What follows belongs to an exercise in optimizing a design on an open flow for small area and a short achievable clock period; a production flow would make more cautious choices. Function was checked by simulation only, so behaviour that the tests miss may differ from the original. Power and IR drop assume default switching activity.

==> flow/design.v (excerpt) <==
module custom_isa_extensions (
    input wire clk,
    input wire resetn,
    input wire is_custom_instruction,
    input wire is_vconv_instruction,
    input wire is_relu_instruction,
    input wire is_madd_instruction,
    input wire is_gemm_instruction,
    input wire [31:0] rs1_data,
    input wire [31:0] rs2_data,
    input wire [31:0] rs3_data,
    input wire instruction_valid,
    output reg instruction_ready,
    output reg [31:0] result_data,
    input wire [31:0] mem_addr,
    input wire [31:0] mem_wdata,
    output reg [31:0] mem_rdata,
    input wire [3:0] mem_wstrb,
    input wire mem_valid,
    output wire mem_ready,
    input wire mem_we
);
Size: ~2300 cells after synthesis, ~240 I/O pins.
==> flow/config.mk <==
export PLATFORM = sky130hd
export DESIGN_NAME = custom_isa_extensions
export DESIGN_NICKNAME = custom_isa_extensions
export VERILOG_FILES = /design/flow/design.v
export SDC_FILE = /design/flow/constraint.sdc
export NUM_CORES = 4
export LEC_CHECK = 0
export ABC_CLOCK_PERIOD_IN_PS = 3000
export CAP_MARGIN = 20
export CORE_MARGIN = 2
export CORE_UTILIZATION = 55
export SETUP_SLACK_MARGIN = 5
export SLEW_MARGIN = 20
export TNS_END_PERCENT = 100
==> flow/constraint.sdc <==
create_clock -name core_clock -period 9.0 [get_ports {clk}]
set_input_delay 1.8000 -clock core_clock [delete_from_list [all_inputs] [get_ports {clk}]]
set_output_delay 1.8000 -clock core_clock [all_outputs]
set_load 0.01 [all_outputs]
standard.sh (not shown) runs the stock make flow with config.mk's settings and CLKGATE_MAP_FILE= SYNTH_SCRIPT=/design/flow/synth_recipe.tcl, a recipe that flattens the netlist after the stock synthesis.
==> flow/flow/run.sh <==
#!/bin/bash
# Standard layout, with a larger setup repair margin (the SDC and its period are
# unchanged) and regular buffers instead of delay buffers on the ports.
set -euo pipefail
MARGIN=$(cat flow/margin.txt)
bash standard.sh "SETUP_SLACK_MARGIN=$MARGIN" \
  "BUFFER_PORTS_ARGS=-buffer_cell sky130_fd_sc_hd__buf_2" finish > standard_flow.log 2>&1
==> flow/flow/margin.txt <==
5.8
Change:
==> flow/run.sh (new file) <==
#!/bin/bash
# synth_recipe.tcl (not shown) runs the flow's synth.tcl, then flattens the netlist and writes it again
# the make line also repeats each setting of config.mk as NAME=value (left out here)
make -C /OpenROAD-flow-scripts/flow DESIGN_CONFIG=/design/flow/config.mk WORK_HOME=/design/flow/orfs CLKGATE_MAP_FILE= SYNTH_SCRIPT=/design/flow/synth_recipe.tcl finish
removed: flow/flow/run.sh
removed: flow/flow/margin.txt
removed: flow/standard.sh
The changed run passed the timing, design-rule and antenna checks.
Die area is unchanged.
Fmax increases by 0.93%.
Routed wire length came out lower by about 0.8%.
Design area hardly moves.
Total power is lower by 4.4%.
Change:
--- a/flow/config.mk
+++ b/flow/config.mk
@@ -7,6 +7,5 @@
 export LEC_CHECK = 0
-export ABC_CLOCK_PERIOD_IN_PS = 3000
 export CAP_MARGIN = 20
 export CORE_MARGIN = 2
-export CORE_UTILIZATION = 55
+export CORE_UTILIZATION = 40
 export SETUP_SLACK_MARGIN = 5
After rerunning: The new run finished clean; design area drops by 0.32%; core utilization drops by 19 points; hold slack loses 0.041 ns; wire length climbs by 0.54%; area after synthesis is unchanged; first-iteration DRC count drops by 4.3%; sequential power hardly moves; global-route usage drops by 8.0 points; worst setup slack loses 0.087 ns; synthesized cell count does not change; total power drops by 3.1%.

Another version of the RTL of custom_isa_extensions (not shown whole).
Size in the first run: roughly 2400 cells after synthesis, ~240 I/O pins.
// custom_isa_extensions
module custom_isa_extensions (
    input wire clk,
    input wire resetn,
    input wire is_custom_instruction,
    input wire is_vconv_instruction,
    input wire is_relu_instruction,
    input wire is_madd_instruction,
    input wire is_gemm_instruction,
    input wire [31:0] rs1_data,
    input wire [31:0] rs2_data,
    input wire [31:0] rs3_data,
    input wire instruction_valid,
    output reg instruction_ready,
    output wire [31:0] result_data,
    input wire [31:0] mem_addr,
    input wire [31:0] mem_wdata,
    output reg [31:0] mem_rdata,
    input wire [3:0] mem_wstrb,
    input wire mem_valid,
    output wire mem_ready,
    input wire mem_we
);
    reg s_idle, s_dec, s_vc, s_relu, s_madd, s_gemm, s_comp;
    reg [7:0] mst;               
    reg [4:0] cnt;               
    reg [31:0] temp;
    reg vph;                     
    reg fresh_v, fresh_g;        
    reg [15:0] vr [0:7];         
    reg [15:0] gr [0:15];        
    reg [15:0] xr, yr;           
  ...
Settings: LEC_CHECK=0, CAP_MARGIN=20, CORE_MARGIN=2, CORE_UTILIZATION=60, CTS_CLUSTER_DIAMETER=80, CTS_CLUSTER_SIZE=28, SETUP_SLACK_MARGIN=5, SLEW_MARGIN=20, TNS_END_PERCENT=100; clock period 9.0 ns.
==> flow/flow/run.sh <==
#!/bin/bash
# Standard layout, with a larger setup repair margin (the SDC and its period are
# unchanged) and regular buffers instead of delay buffers on the ports.
set -euo pipefail
MARGIN=$(cat flow/margin.txt)
bash standard.sh "SETUP_SLACK_MARGIN=$MARGIN" \
  "BUFFER_PORTS_ARGS=-buffer_cell sky130_fd_sc_hd__buf_2" finish > standard_flow.log 2>&1
==> flow/flow/margin.txt <==
5.8
The starting point finished with timing, DRC and antenna clean.
Next try:
==> flow/flow/margin.txt (replaced) <==
6.0
--- a/flow/config.mk
+++ b/flow/config.mk
@@ -6,9 +6,10 @@
 export NUM_CORES = 4
 export LEC_CHECK = 0
+export ABC_CLOCK_PERIOD_IN_PS = 3000
 export CAP_MARGIN = 20
 export CORE_MARGIN = 2
-export CORE_UTILIZATION = 60
+export CORE_UTILIZATION = 65
 export CTS_CLUSTER_DIAMETER = 80
-export CTS_CLUSTER_SIZE = 28
+export CTS_CLUSTER_SIZE = 30
 export SETUP_SLACK_MARGIN = 5
 export SLEW_MARGIN = 20
The new run ran to the end with no violations.
Sequential share of layout area falls by 0.92 points.
Power grows by 0.46%.
Wire length climbs by 3.1%.
Design area goes up by 2.1%.
Critical path depth is higher by 4.
Via count came out higher by 4.8%.
Worst hold slack got worse by 0.014 ns.
Next try:
==> flow/flow/margin.txt (replaced) <==
5.6
--- a/flow/config.mk
+++ b/flow/config.mk
@@ -6,10 +6,9 @@
 export NUM_CORES = 4
 export LEC_CHECK = 0
-export ABC_CLOCK_PERIOD_IN_PS = 3000
 export CAP_MARGIN = 20
 export CORE_MARGIN = 2
-export CORE_UTILIZATION = 65
+export CORE_UTILIZATION = 70
 export CTS_CLUSTER_DIAMETER = 80
-export CTS_CLUSTER_SIZE = 30
+export CTS_CLUSTER_SIZE = 25
 export SETUP_SLACK_MARGIN = 5
 export SLEW_MARGIN = 20
=>
- setup slack degrades by 0.24 ns
- combinational power falls by about 1%
- die area falls by 7.0%
- synthesized cell count stays the same
- via count rises by 4.8%
- cell area falls by 5.0%
- flip-flop and latch count does not change
- clock power rises by 15%
- clock skew falls by 0.018 ns
Next try:
==> flow/flow/margin.txt (replaced) <==
6.0
--- a/flow/config.mk
+++ b/flow/config.mk
@@ -6,9 +6,8 @@
 export NUM_CORES = 4
 export LEC_CHECK = 0
+export ABC_CLOCK_PERIOD_IN_PS = 3000
 export CAP_MARGIN = 20
 export CORE_MARGIN = 2
-export CORE_UTILIZATION = 70
-export CTS_CLUSTER_DIAMETER = 80
-export CTS_CLUSTER_SIZE = 25
+export CORE_UTILIZATION = 55
 export SETUP_SLACK_MARGIN = 5
 export SLEW_MARGIN = 20
Outcome:
- The new run finished clean
- first-iteration DRC count falls by 35%
- worst setup slack is better by 0.25 ns
- utilization falls by 12 points

Setup of run A:
custom_isa_extensions, a different RTL version from the one above (not shown whole).
For scale: about 2500 cells after synthesis.
## custom_isa_extensions
module custom_isa_extensions (
    input wire clk,
    input wire resetn,
    input wire is_custom_instruction,
    input wire is_vconv_instruction,
    input wire is_relu_instruction,
    input wire is_madd_instruction,
    input wire is_gemm_instruction,
    input wire [31:0] rs1_data,
    input wire [31:0] rs2_data,
    input wire [31:0] rs3_data,
    input wire instruction_valid,
    output reg instruction_ready,
    output wire [31:0] result_data,
    input wire [31:0] mem_addr,
    input wire [31:0] mem_wdata,
    output reg [31:0] mem_rdata,
    input wire [3:0] mem_wstrb,
    input wire mem_valid,
    output wire mem_ready,
    input wire mem_we
);
export LEC_CHECK = 0
export CAP_MARGIN = 20
export CORE_MARGIN = 2
export CORE_UTILIZATION = 60
export CTS_CLUSTER_DIAMETER = 80
export CTS_CLUSTER_SIZE = 28
export SETUP_SLACK_MARGIN = 5
export SLEW_MARGIN = 20
export TNS_END_PERCENT = 100
create_clock -name core_clock -period 9.0 [get_ports {clk}]
==> flow/flow/margin.txt <==
6.0
Scripts as last shown in full above: flow/flow/run.sh
For run B, these inputs were changed with respect to run A:
# run A
export LEC_CHECK = 0
export CAP_MARGIN = 20
export CORE_MARGIN = 2
export CORE_UTILIZATION = 60
export CTS_CLUSTER_DIAMETER = 80
export CTS_CLUSTER_SIZE = 28
export SETUP_SLACK_MARGIN = 5
export SLEW_MARGIN = 20
export TNS_END_PERCENT = 100
create_clock -name core_clock -period 9.0 [get_ports {clk}]
# run B
export LEC_CHECK = 0
export CAP_MARGIN = 20
export CORE_MARGIN = 2
export CORE_UTILIZATION = 65
export CTS_CLUSTER_DIAMETER = 80
export CTS_CLUSTER_SIZE = 26
export SETUP_SLACK_MARGIN = 5
export SLEW_MARGIN = 20
export TNS_END_PERCENT = 100
create_clock -name core_clock -period 9.0 [get_ports {clk}]
==> flow/flow/margin.txt <==
5.8
Results
- Run B: full flow OK, the timing, design-rule and antenna checks passed
- Looking at via count of the first global-routing pass across run B and run A, the one that comes out lower is run A.
- Global-route usage (higher): run B
- Floorplan row count of run B falls short of that of run A by a few percent.
- A critical path class of flop to flop is what run B shows, while flop to output port belongs to run A.
- Largest net degree at the start of global routing up 114 in run B wrt run A
## Diff of input files: run C against run B
# run B
export LEC_CHECK = 0
export CAP_MARGIN = 20
export CORE_MARGIN = 2
export CORE_UTILIZATION = 65
export CTS_CLUSTER_DIAMETER = 80
export CTS_CLUSTER_SIZE = 26
export SETUP_SLACK_MARGIN = 5
export SLEW_MARGIN = 20
export TNS_END_PERCENT = 100
create_clock -name core_clock -period 9.0 [get_ports {clk}]
# run C
export LEC_CHECK = 0
export CAP_MARGIN = 20
export CORE_MARGIN = 2
export CORE_UTILIZATION = 60
export CTS_CLUSTER_DIAMETER = 80
export CTS_CLUSTER_SIZE = 28
export SETUP_SLACK_MARGIN = 5
export SLEW_MARGIN = 20
export TNS_END_PERCENT = 100
create_clock -name core_clock -period 9.0 [get_ports {clk}]
Notes after the runs:
Run C reached the final stage; the timing, design-rule and antenna checks on its layout passed.
Run B closes out successfully: all stages finished, all timing, DRC and antenna checks passed.
Total wire length after detailed routing on run C is ahead of run B.
On run C: final HPWL from detailed placement is 3.8% lower than what run B gave.
Delta (run C minus run B): count of clock-buffer cells in the layout lost about 4.3%, slack of the worst reg-to-reg path picked up an extra 0.05 ns.
Delta (run C minus run B): global-route usage shrank by 6.5 points, clock share of power grew by 0.5 points.
| non-clock buffer count | run C vs run B | about 5.3% higher |
Taking run B as the reference, in run C met3 track demand over resource in global routing now smaller; endpoint arrival time on the critical path now smaller; growth of design area from synthesis to finish now larger.

port drivers added, routing unchanged:
No port has a modelled driver above. Below, the same layouts with a new extraction and two added sets of constraints.
Step 1 (the two cells are an assumption about what drives the block):
set clk [get_ports {clk}]
set_driving_cell -lib_cell sky130_fd_sc_hd__clkbuf_16 $clk
set_driving_cell -lib_cell sky130_fd_sc_hd__buf_2 [delete_from_list [all_inputs] $clk]
Step 2 moves the port delays by t, midway between the first and last clock arrival at a register: inputs arrive t later, outputs are due t later. That takes back most of the time a late clock gives input paths.
a / b / c = no drivers / after step 1 / after step 2; a / b = the first two.
run	t (ns)	setup slack, ns	slew at the worst register clock pin (ns)	worst slew at a driven data input, ns
the first run of note 1	0.684	4.876 / 4.876 / 4.876	0.07 / 0.07	0.07
the second run of note 1	0.680	4.914 / 4.914 / 4.803	0.07 / 0.07	0.07
the third run of note 1	0.669	4.827 / 4.827 / 4.809	0.07 / 0.07	0.06
the first run of note 2	0.677	5.451 / 5.451 / 4.914	0.11 / 0.11	0.04
the second run of note 2	0.670	5.504 / 5.504 / 5.098	0.12 / 0.12	0.06
the third run of note 2	0.647	5.263 / 5.263 / 5.025	0.11 / 0.11	0.06
the fourth run of note 2	0.677	5.515 / 5.515 / 5.121	0.07 / 0.07	0.06
run A	0.695	5.572 / 5.510 / 5.267	0.11 / 0.11	0.09
run B	0.689	5.619 / 5.592 / 5.087	0.11 / 0.11	0.12
run C	0.696	5.652 / 5.591 / 5.097	0.11 / 0.11	0.12
After both steps every run listed still meets setup and hold. For run C, which loses most, drivers alone change the setup slack by -0.061 ns; drivers and shift together by -0.555 ns.
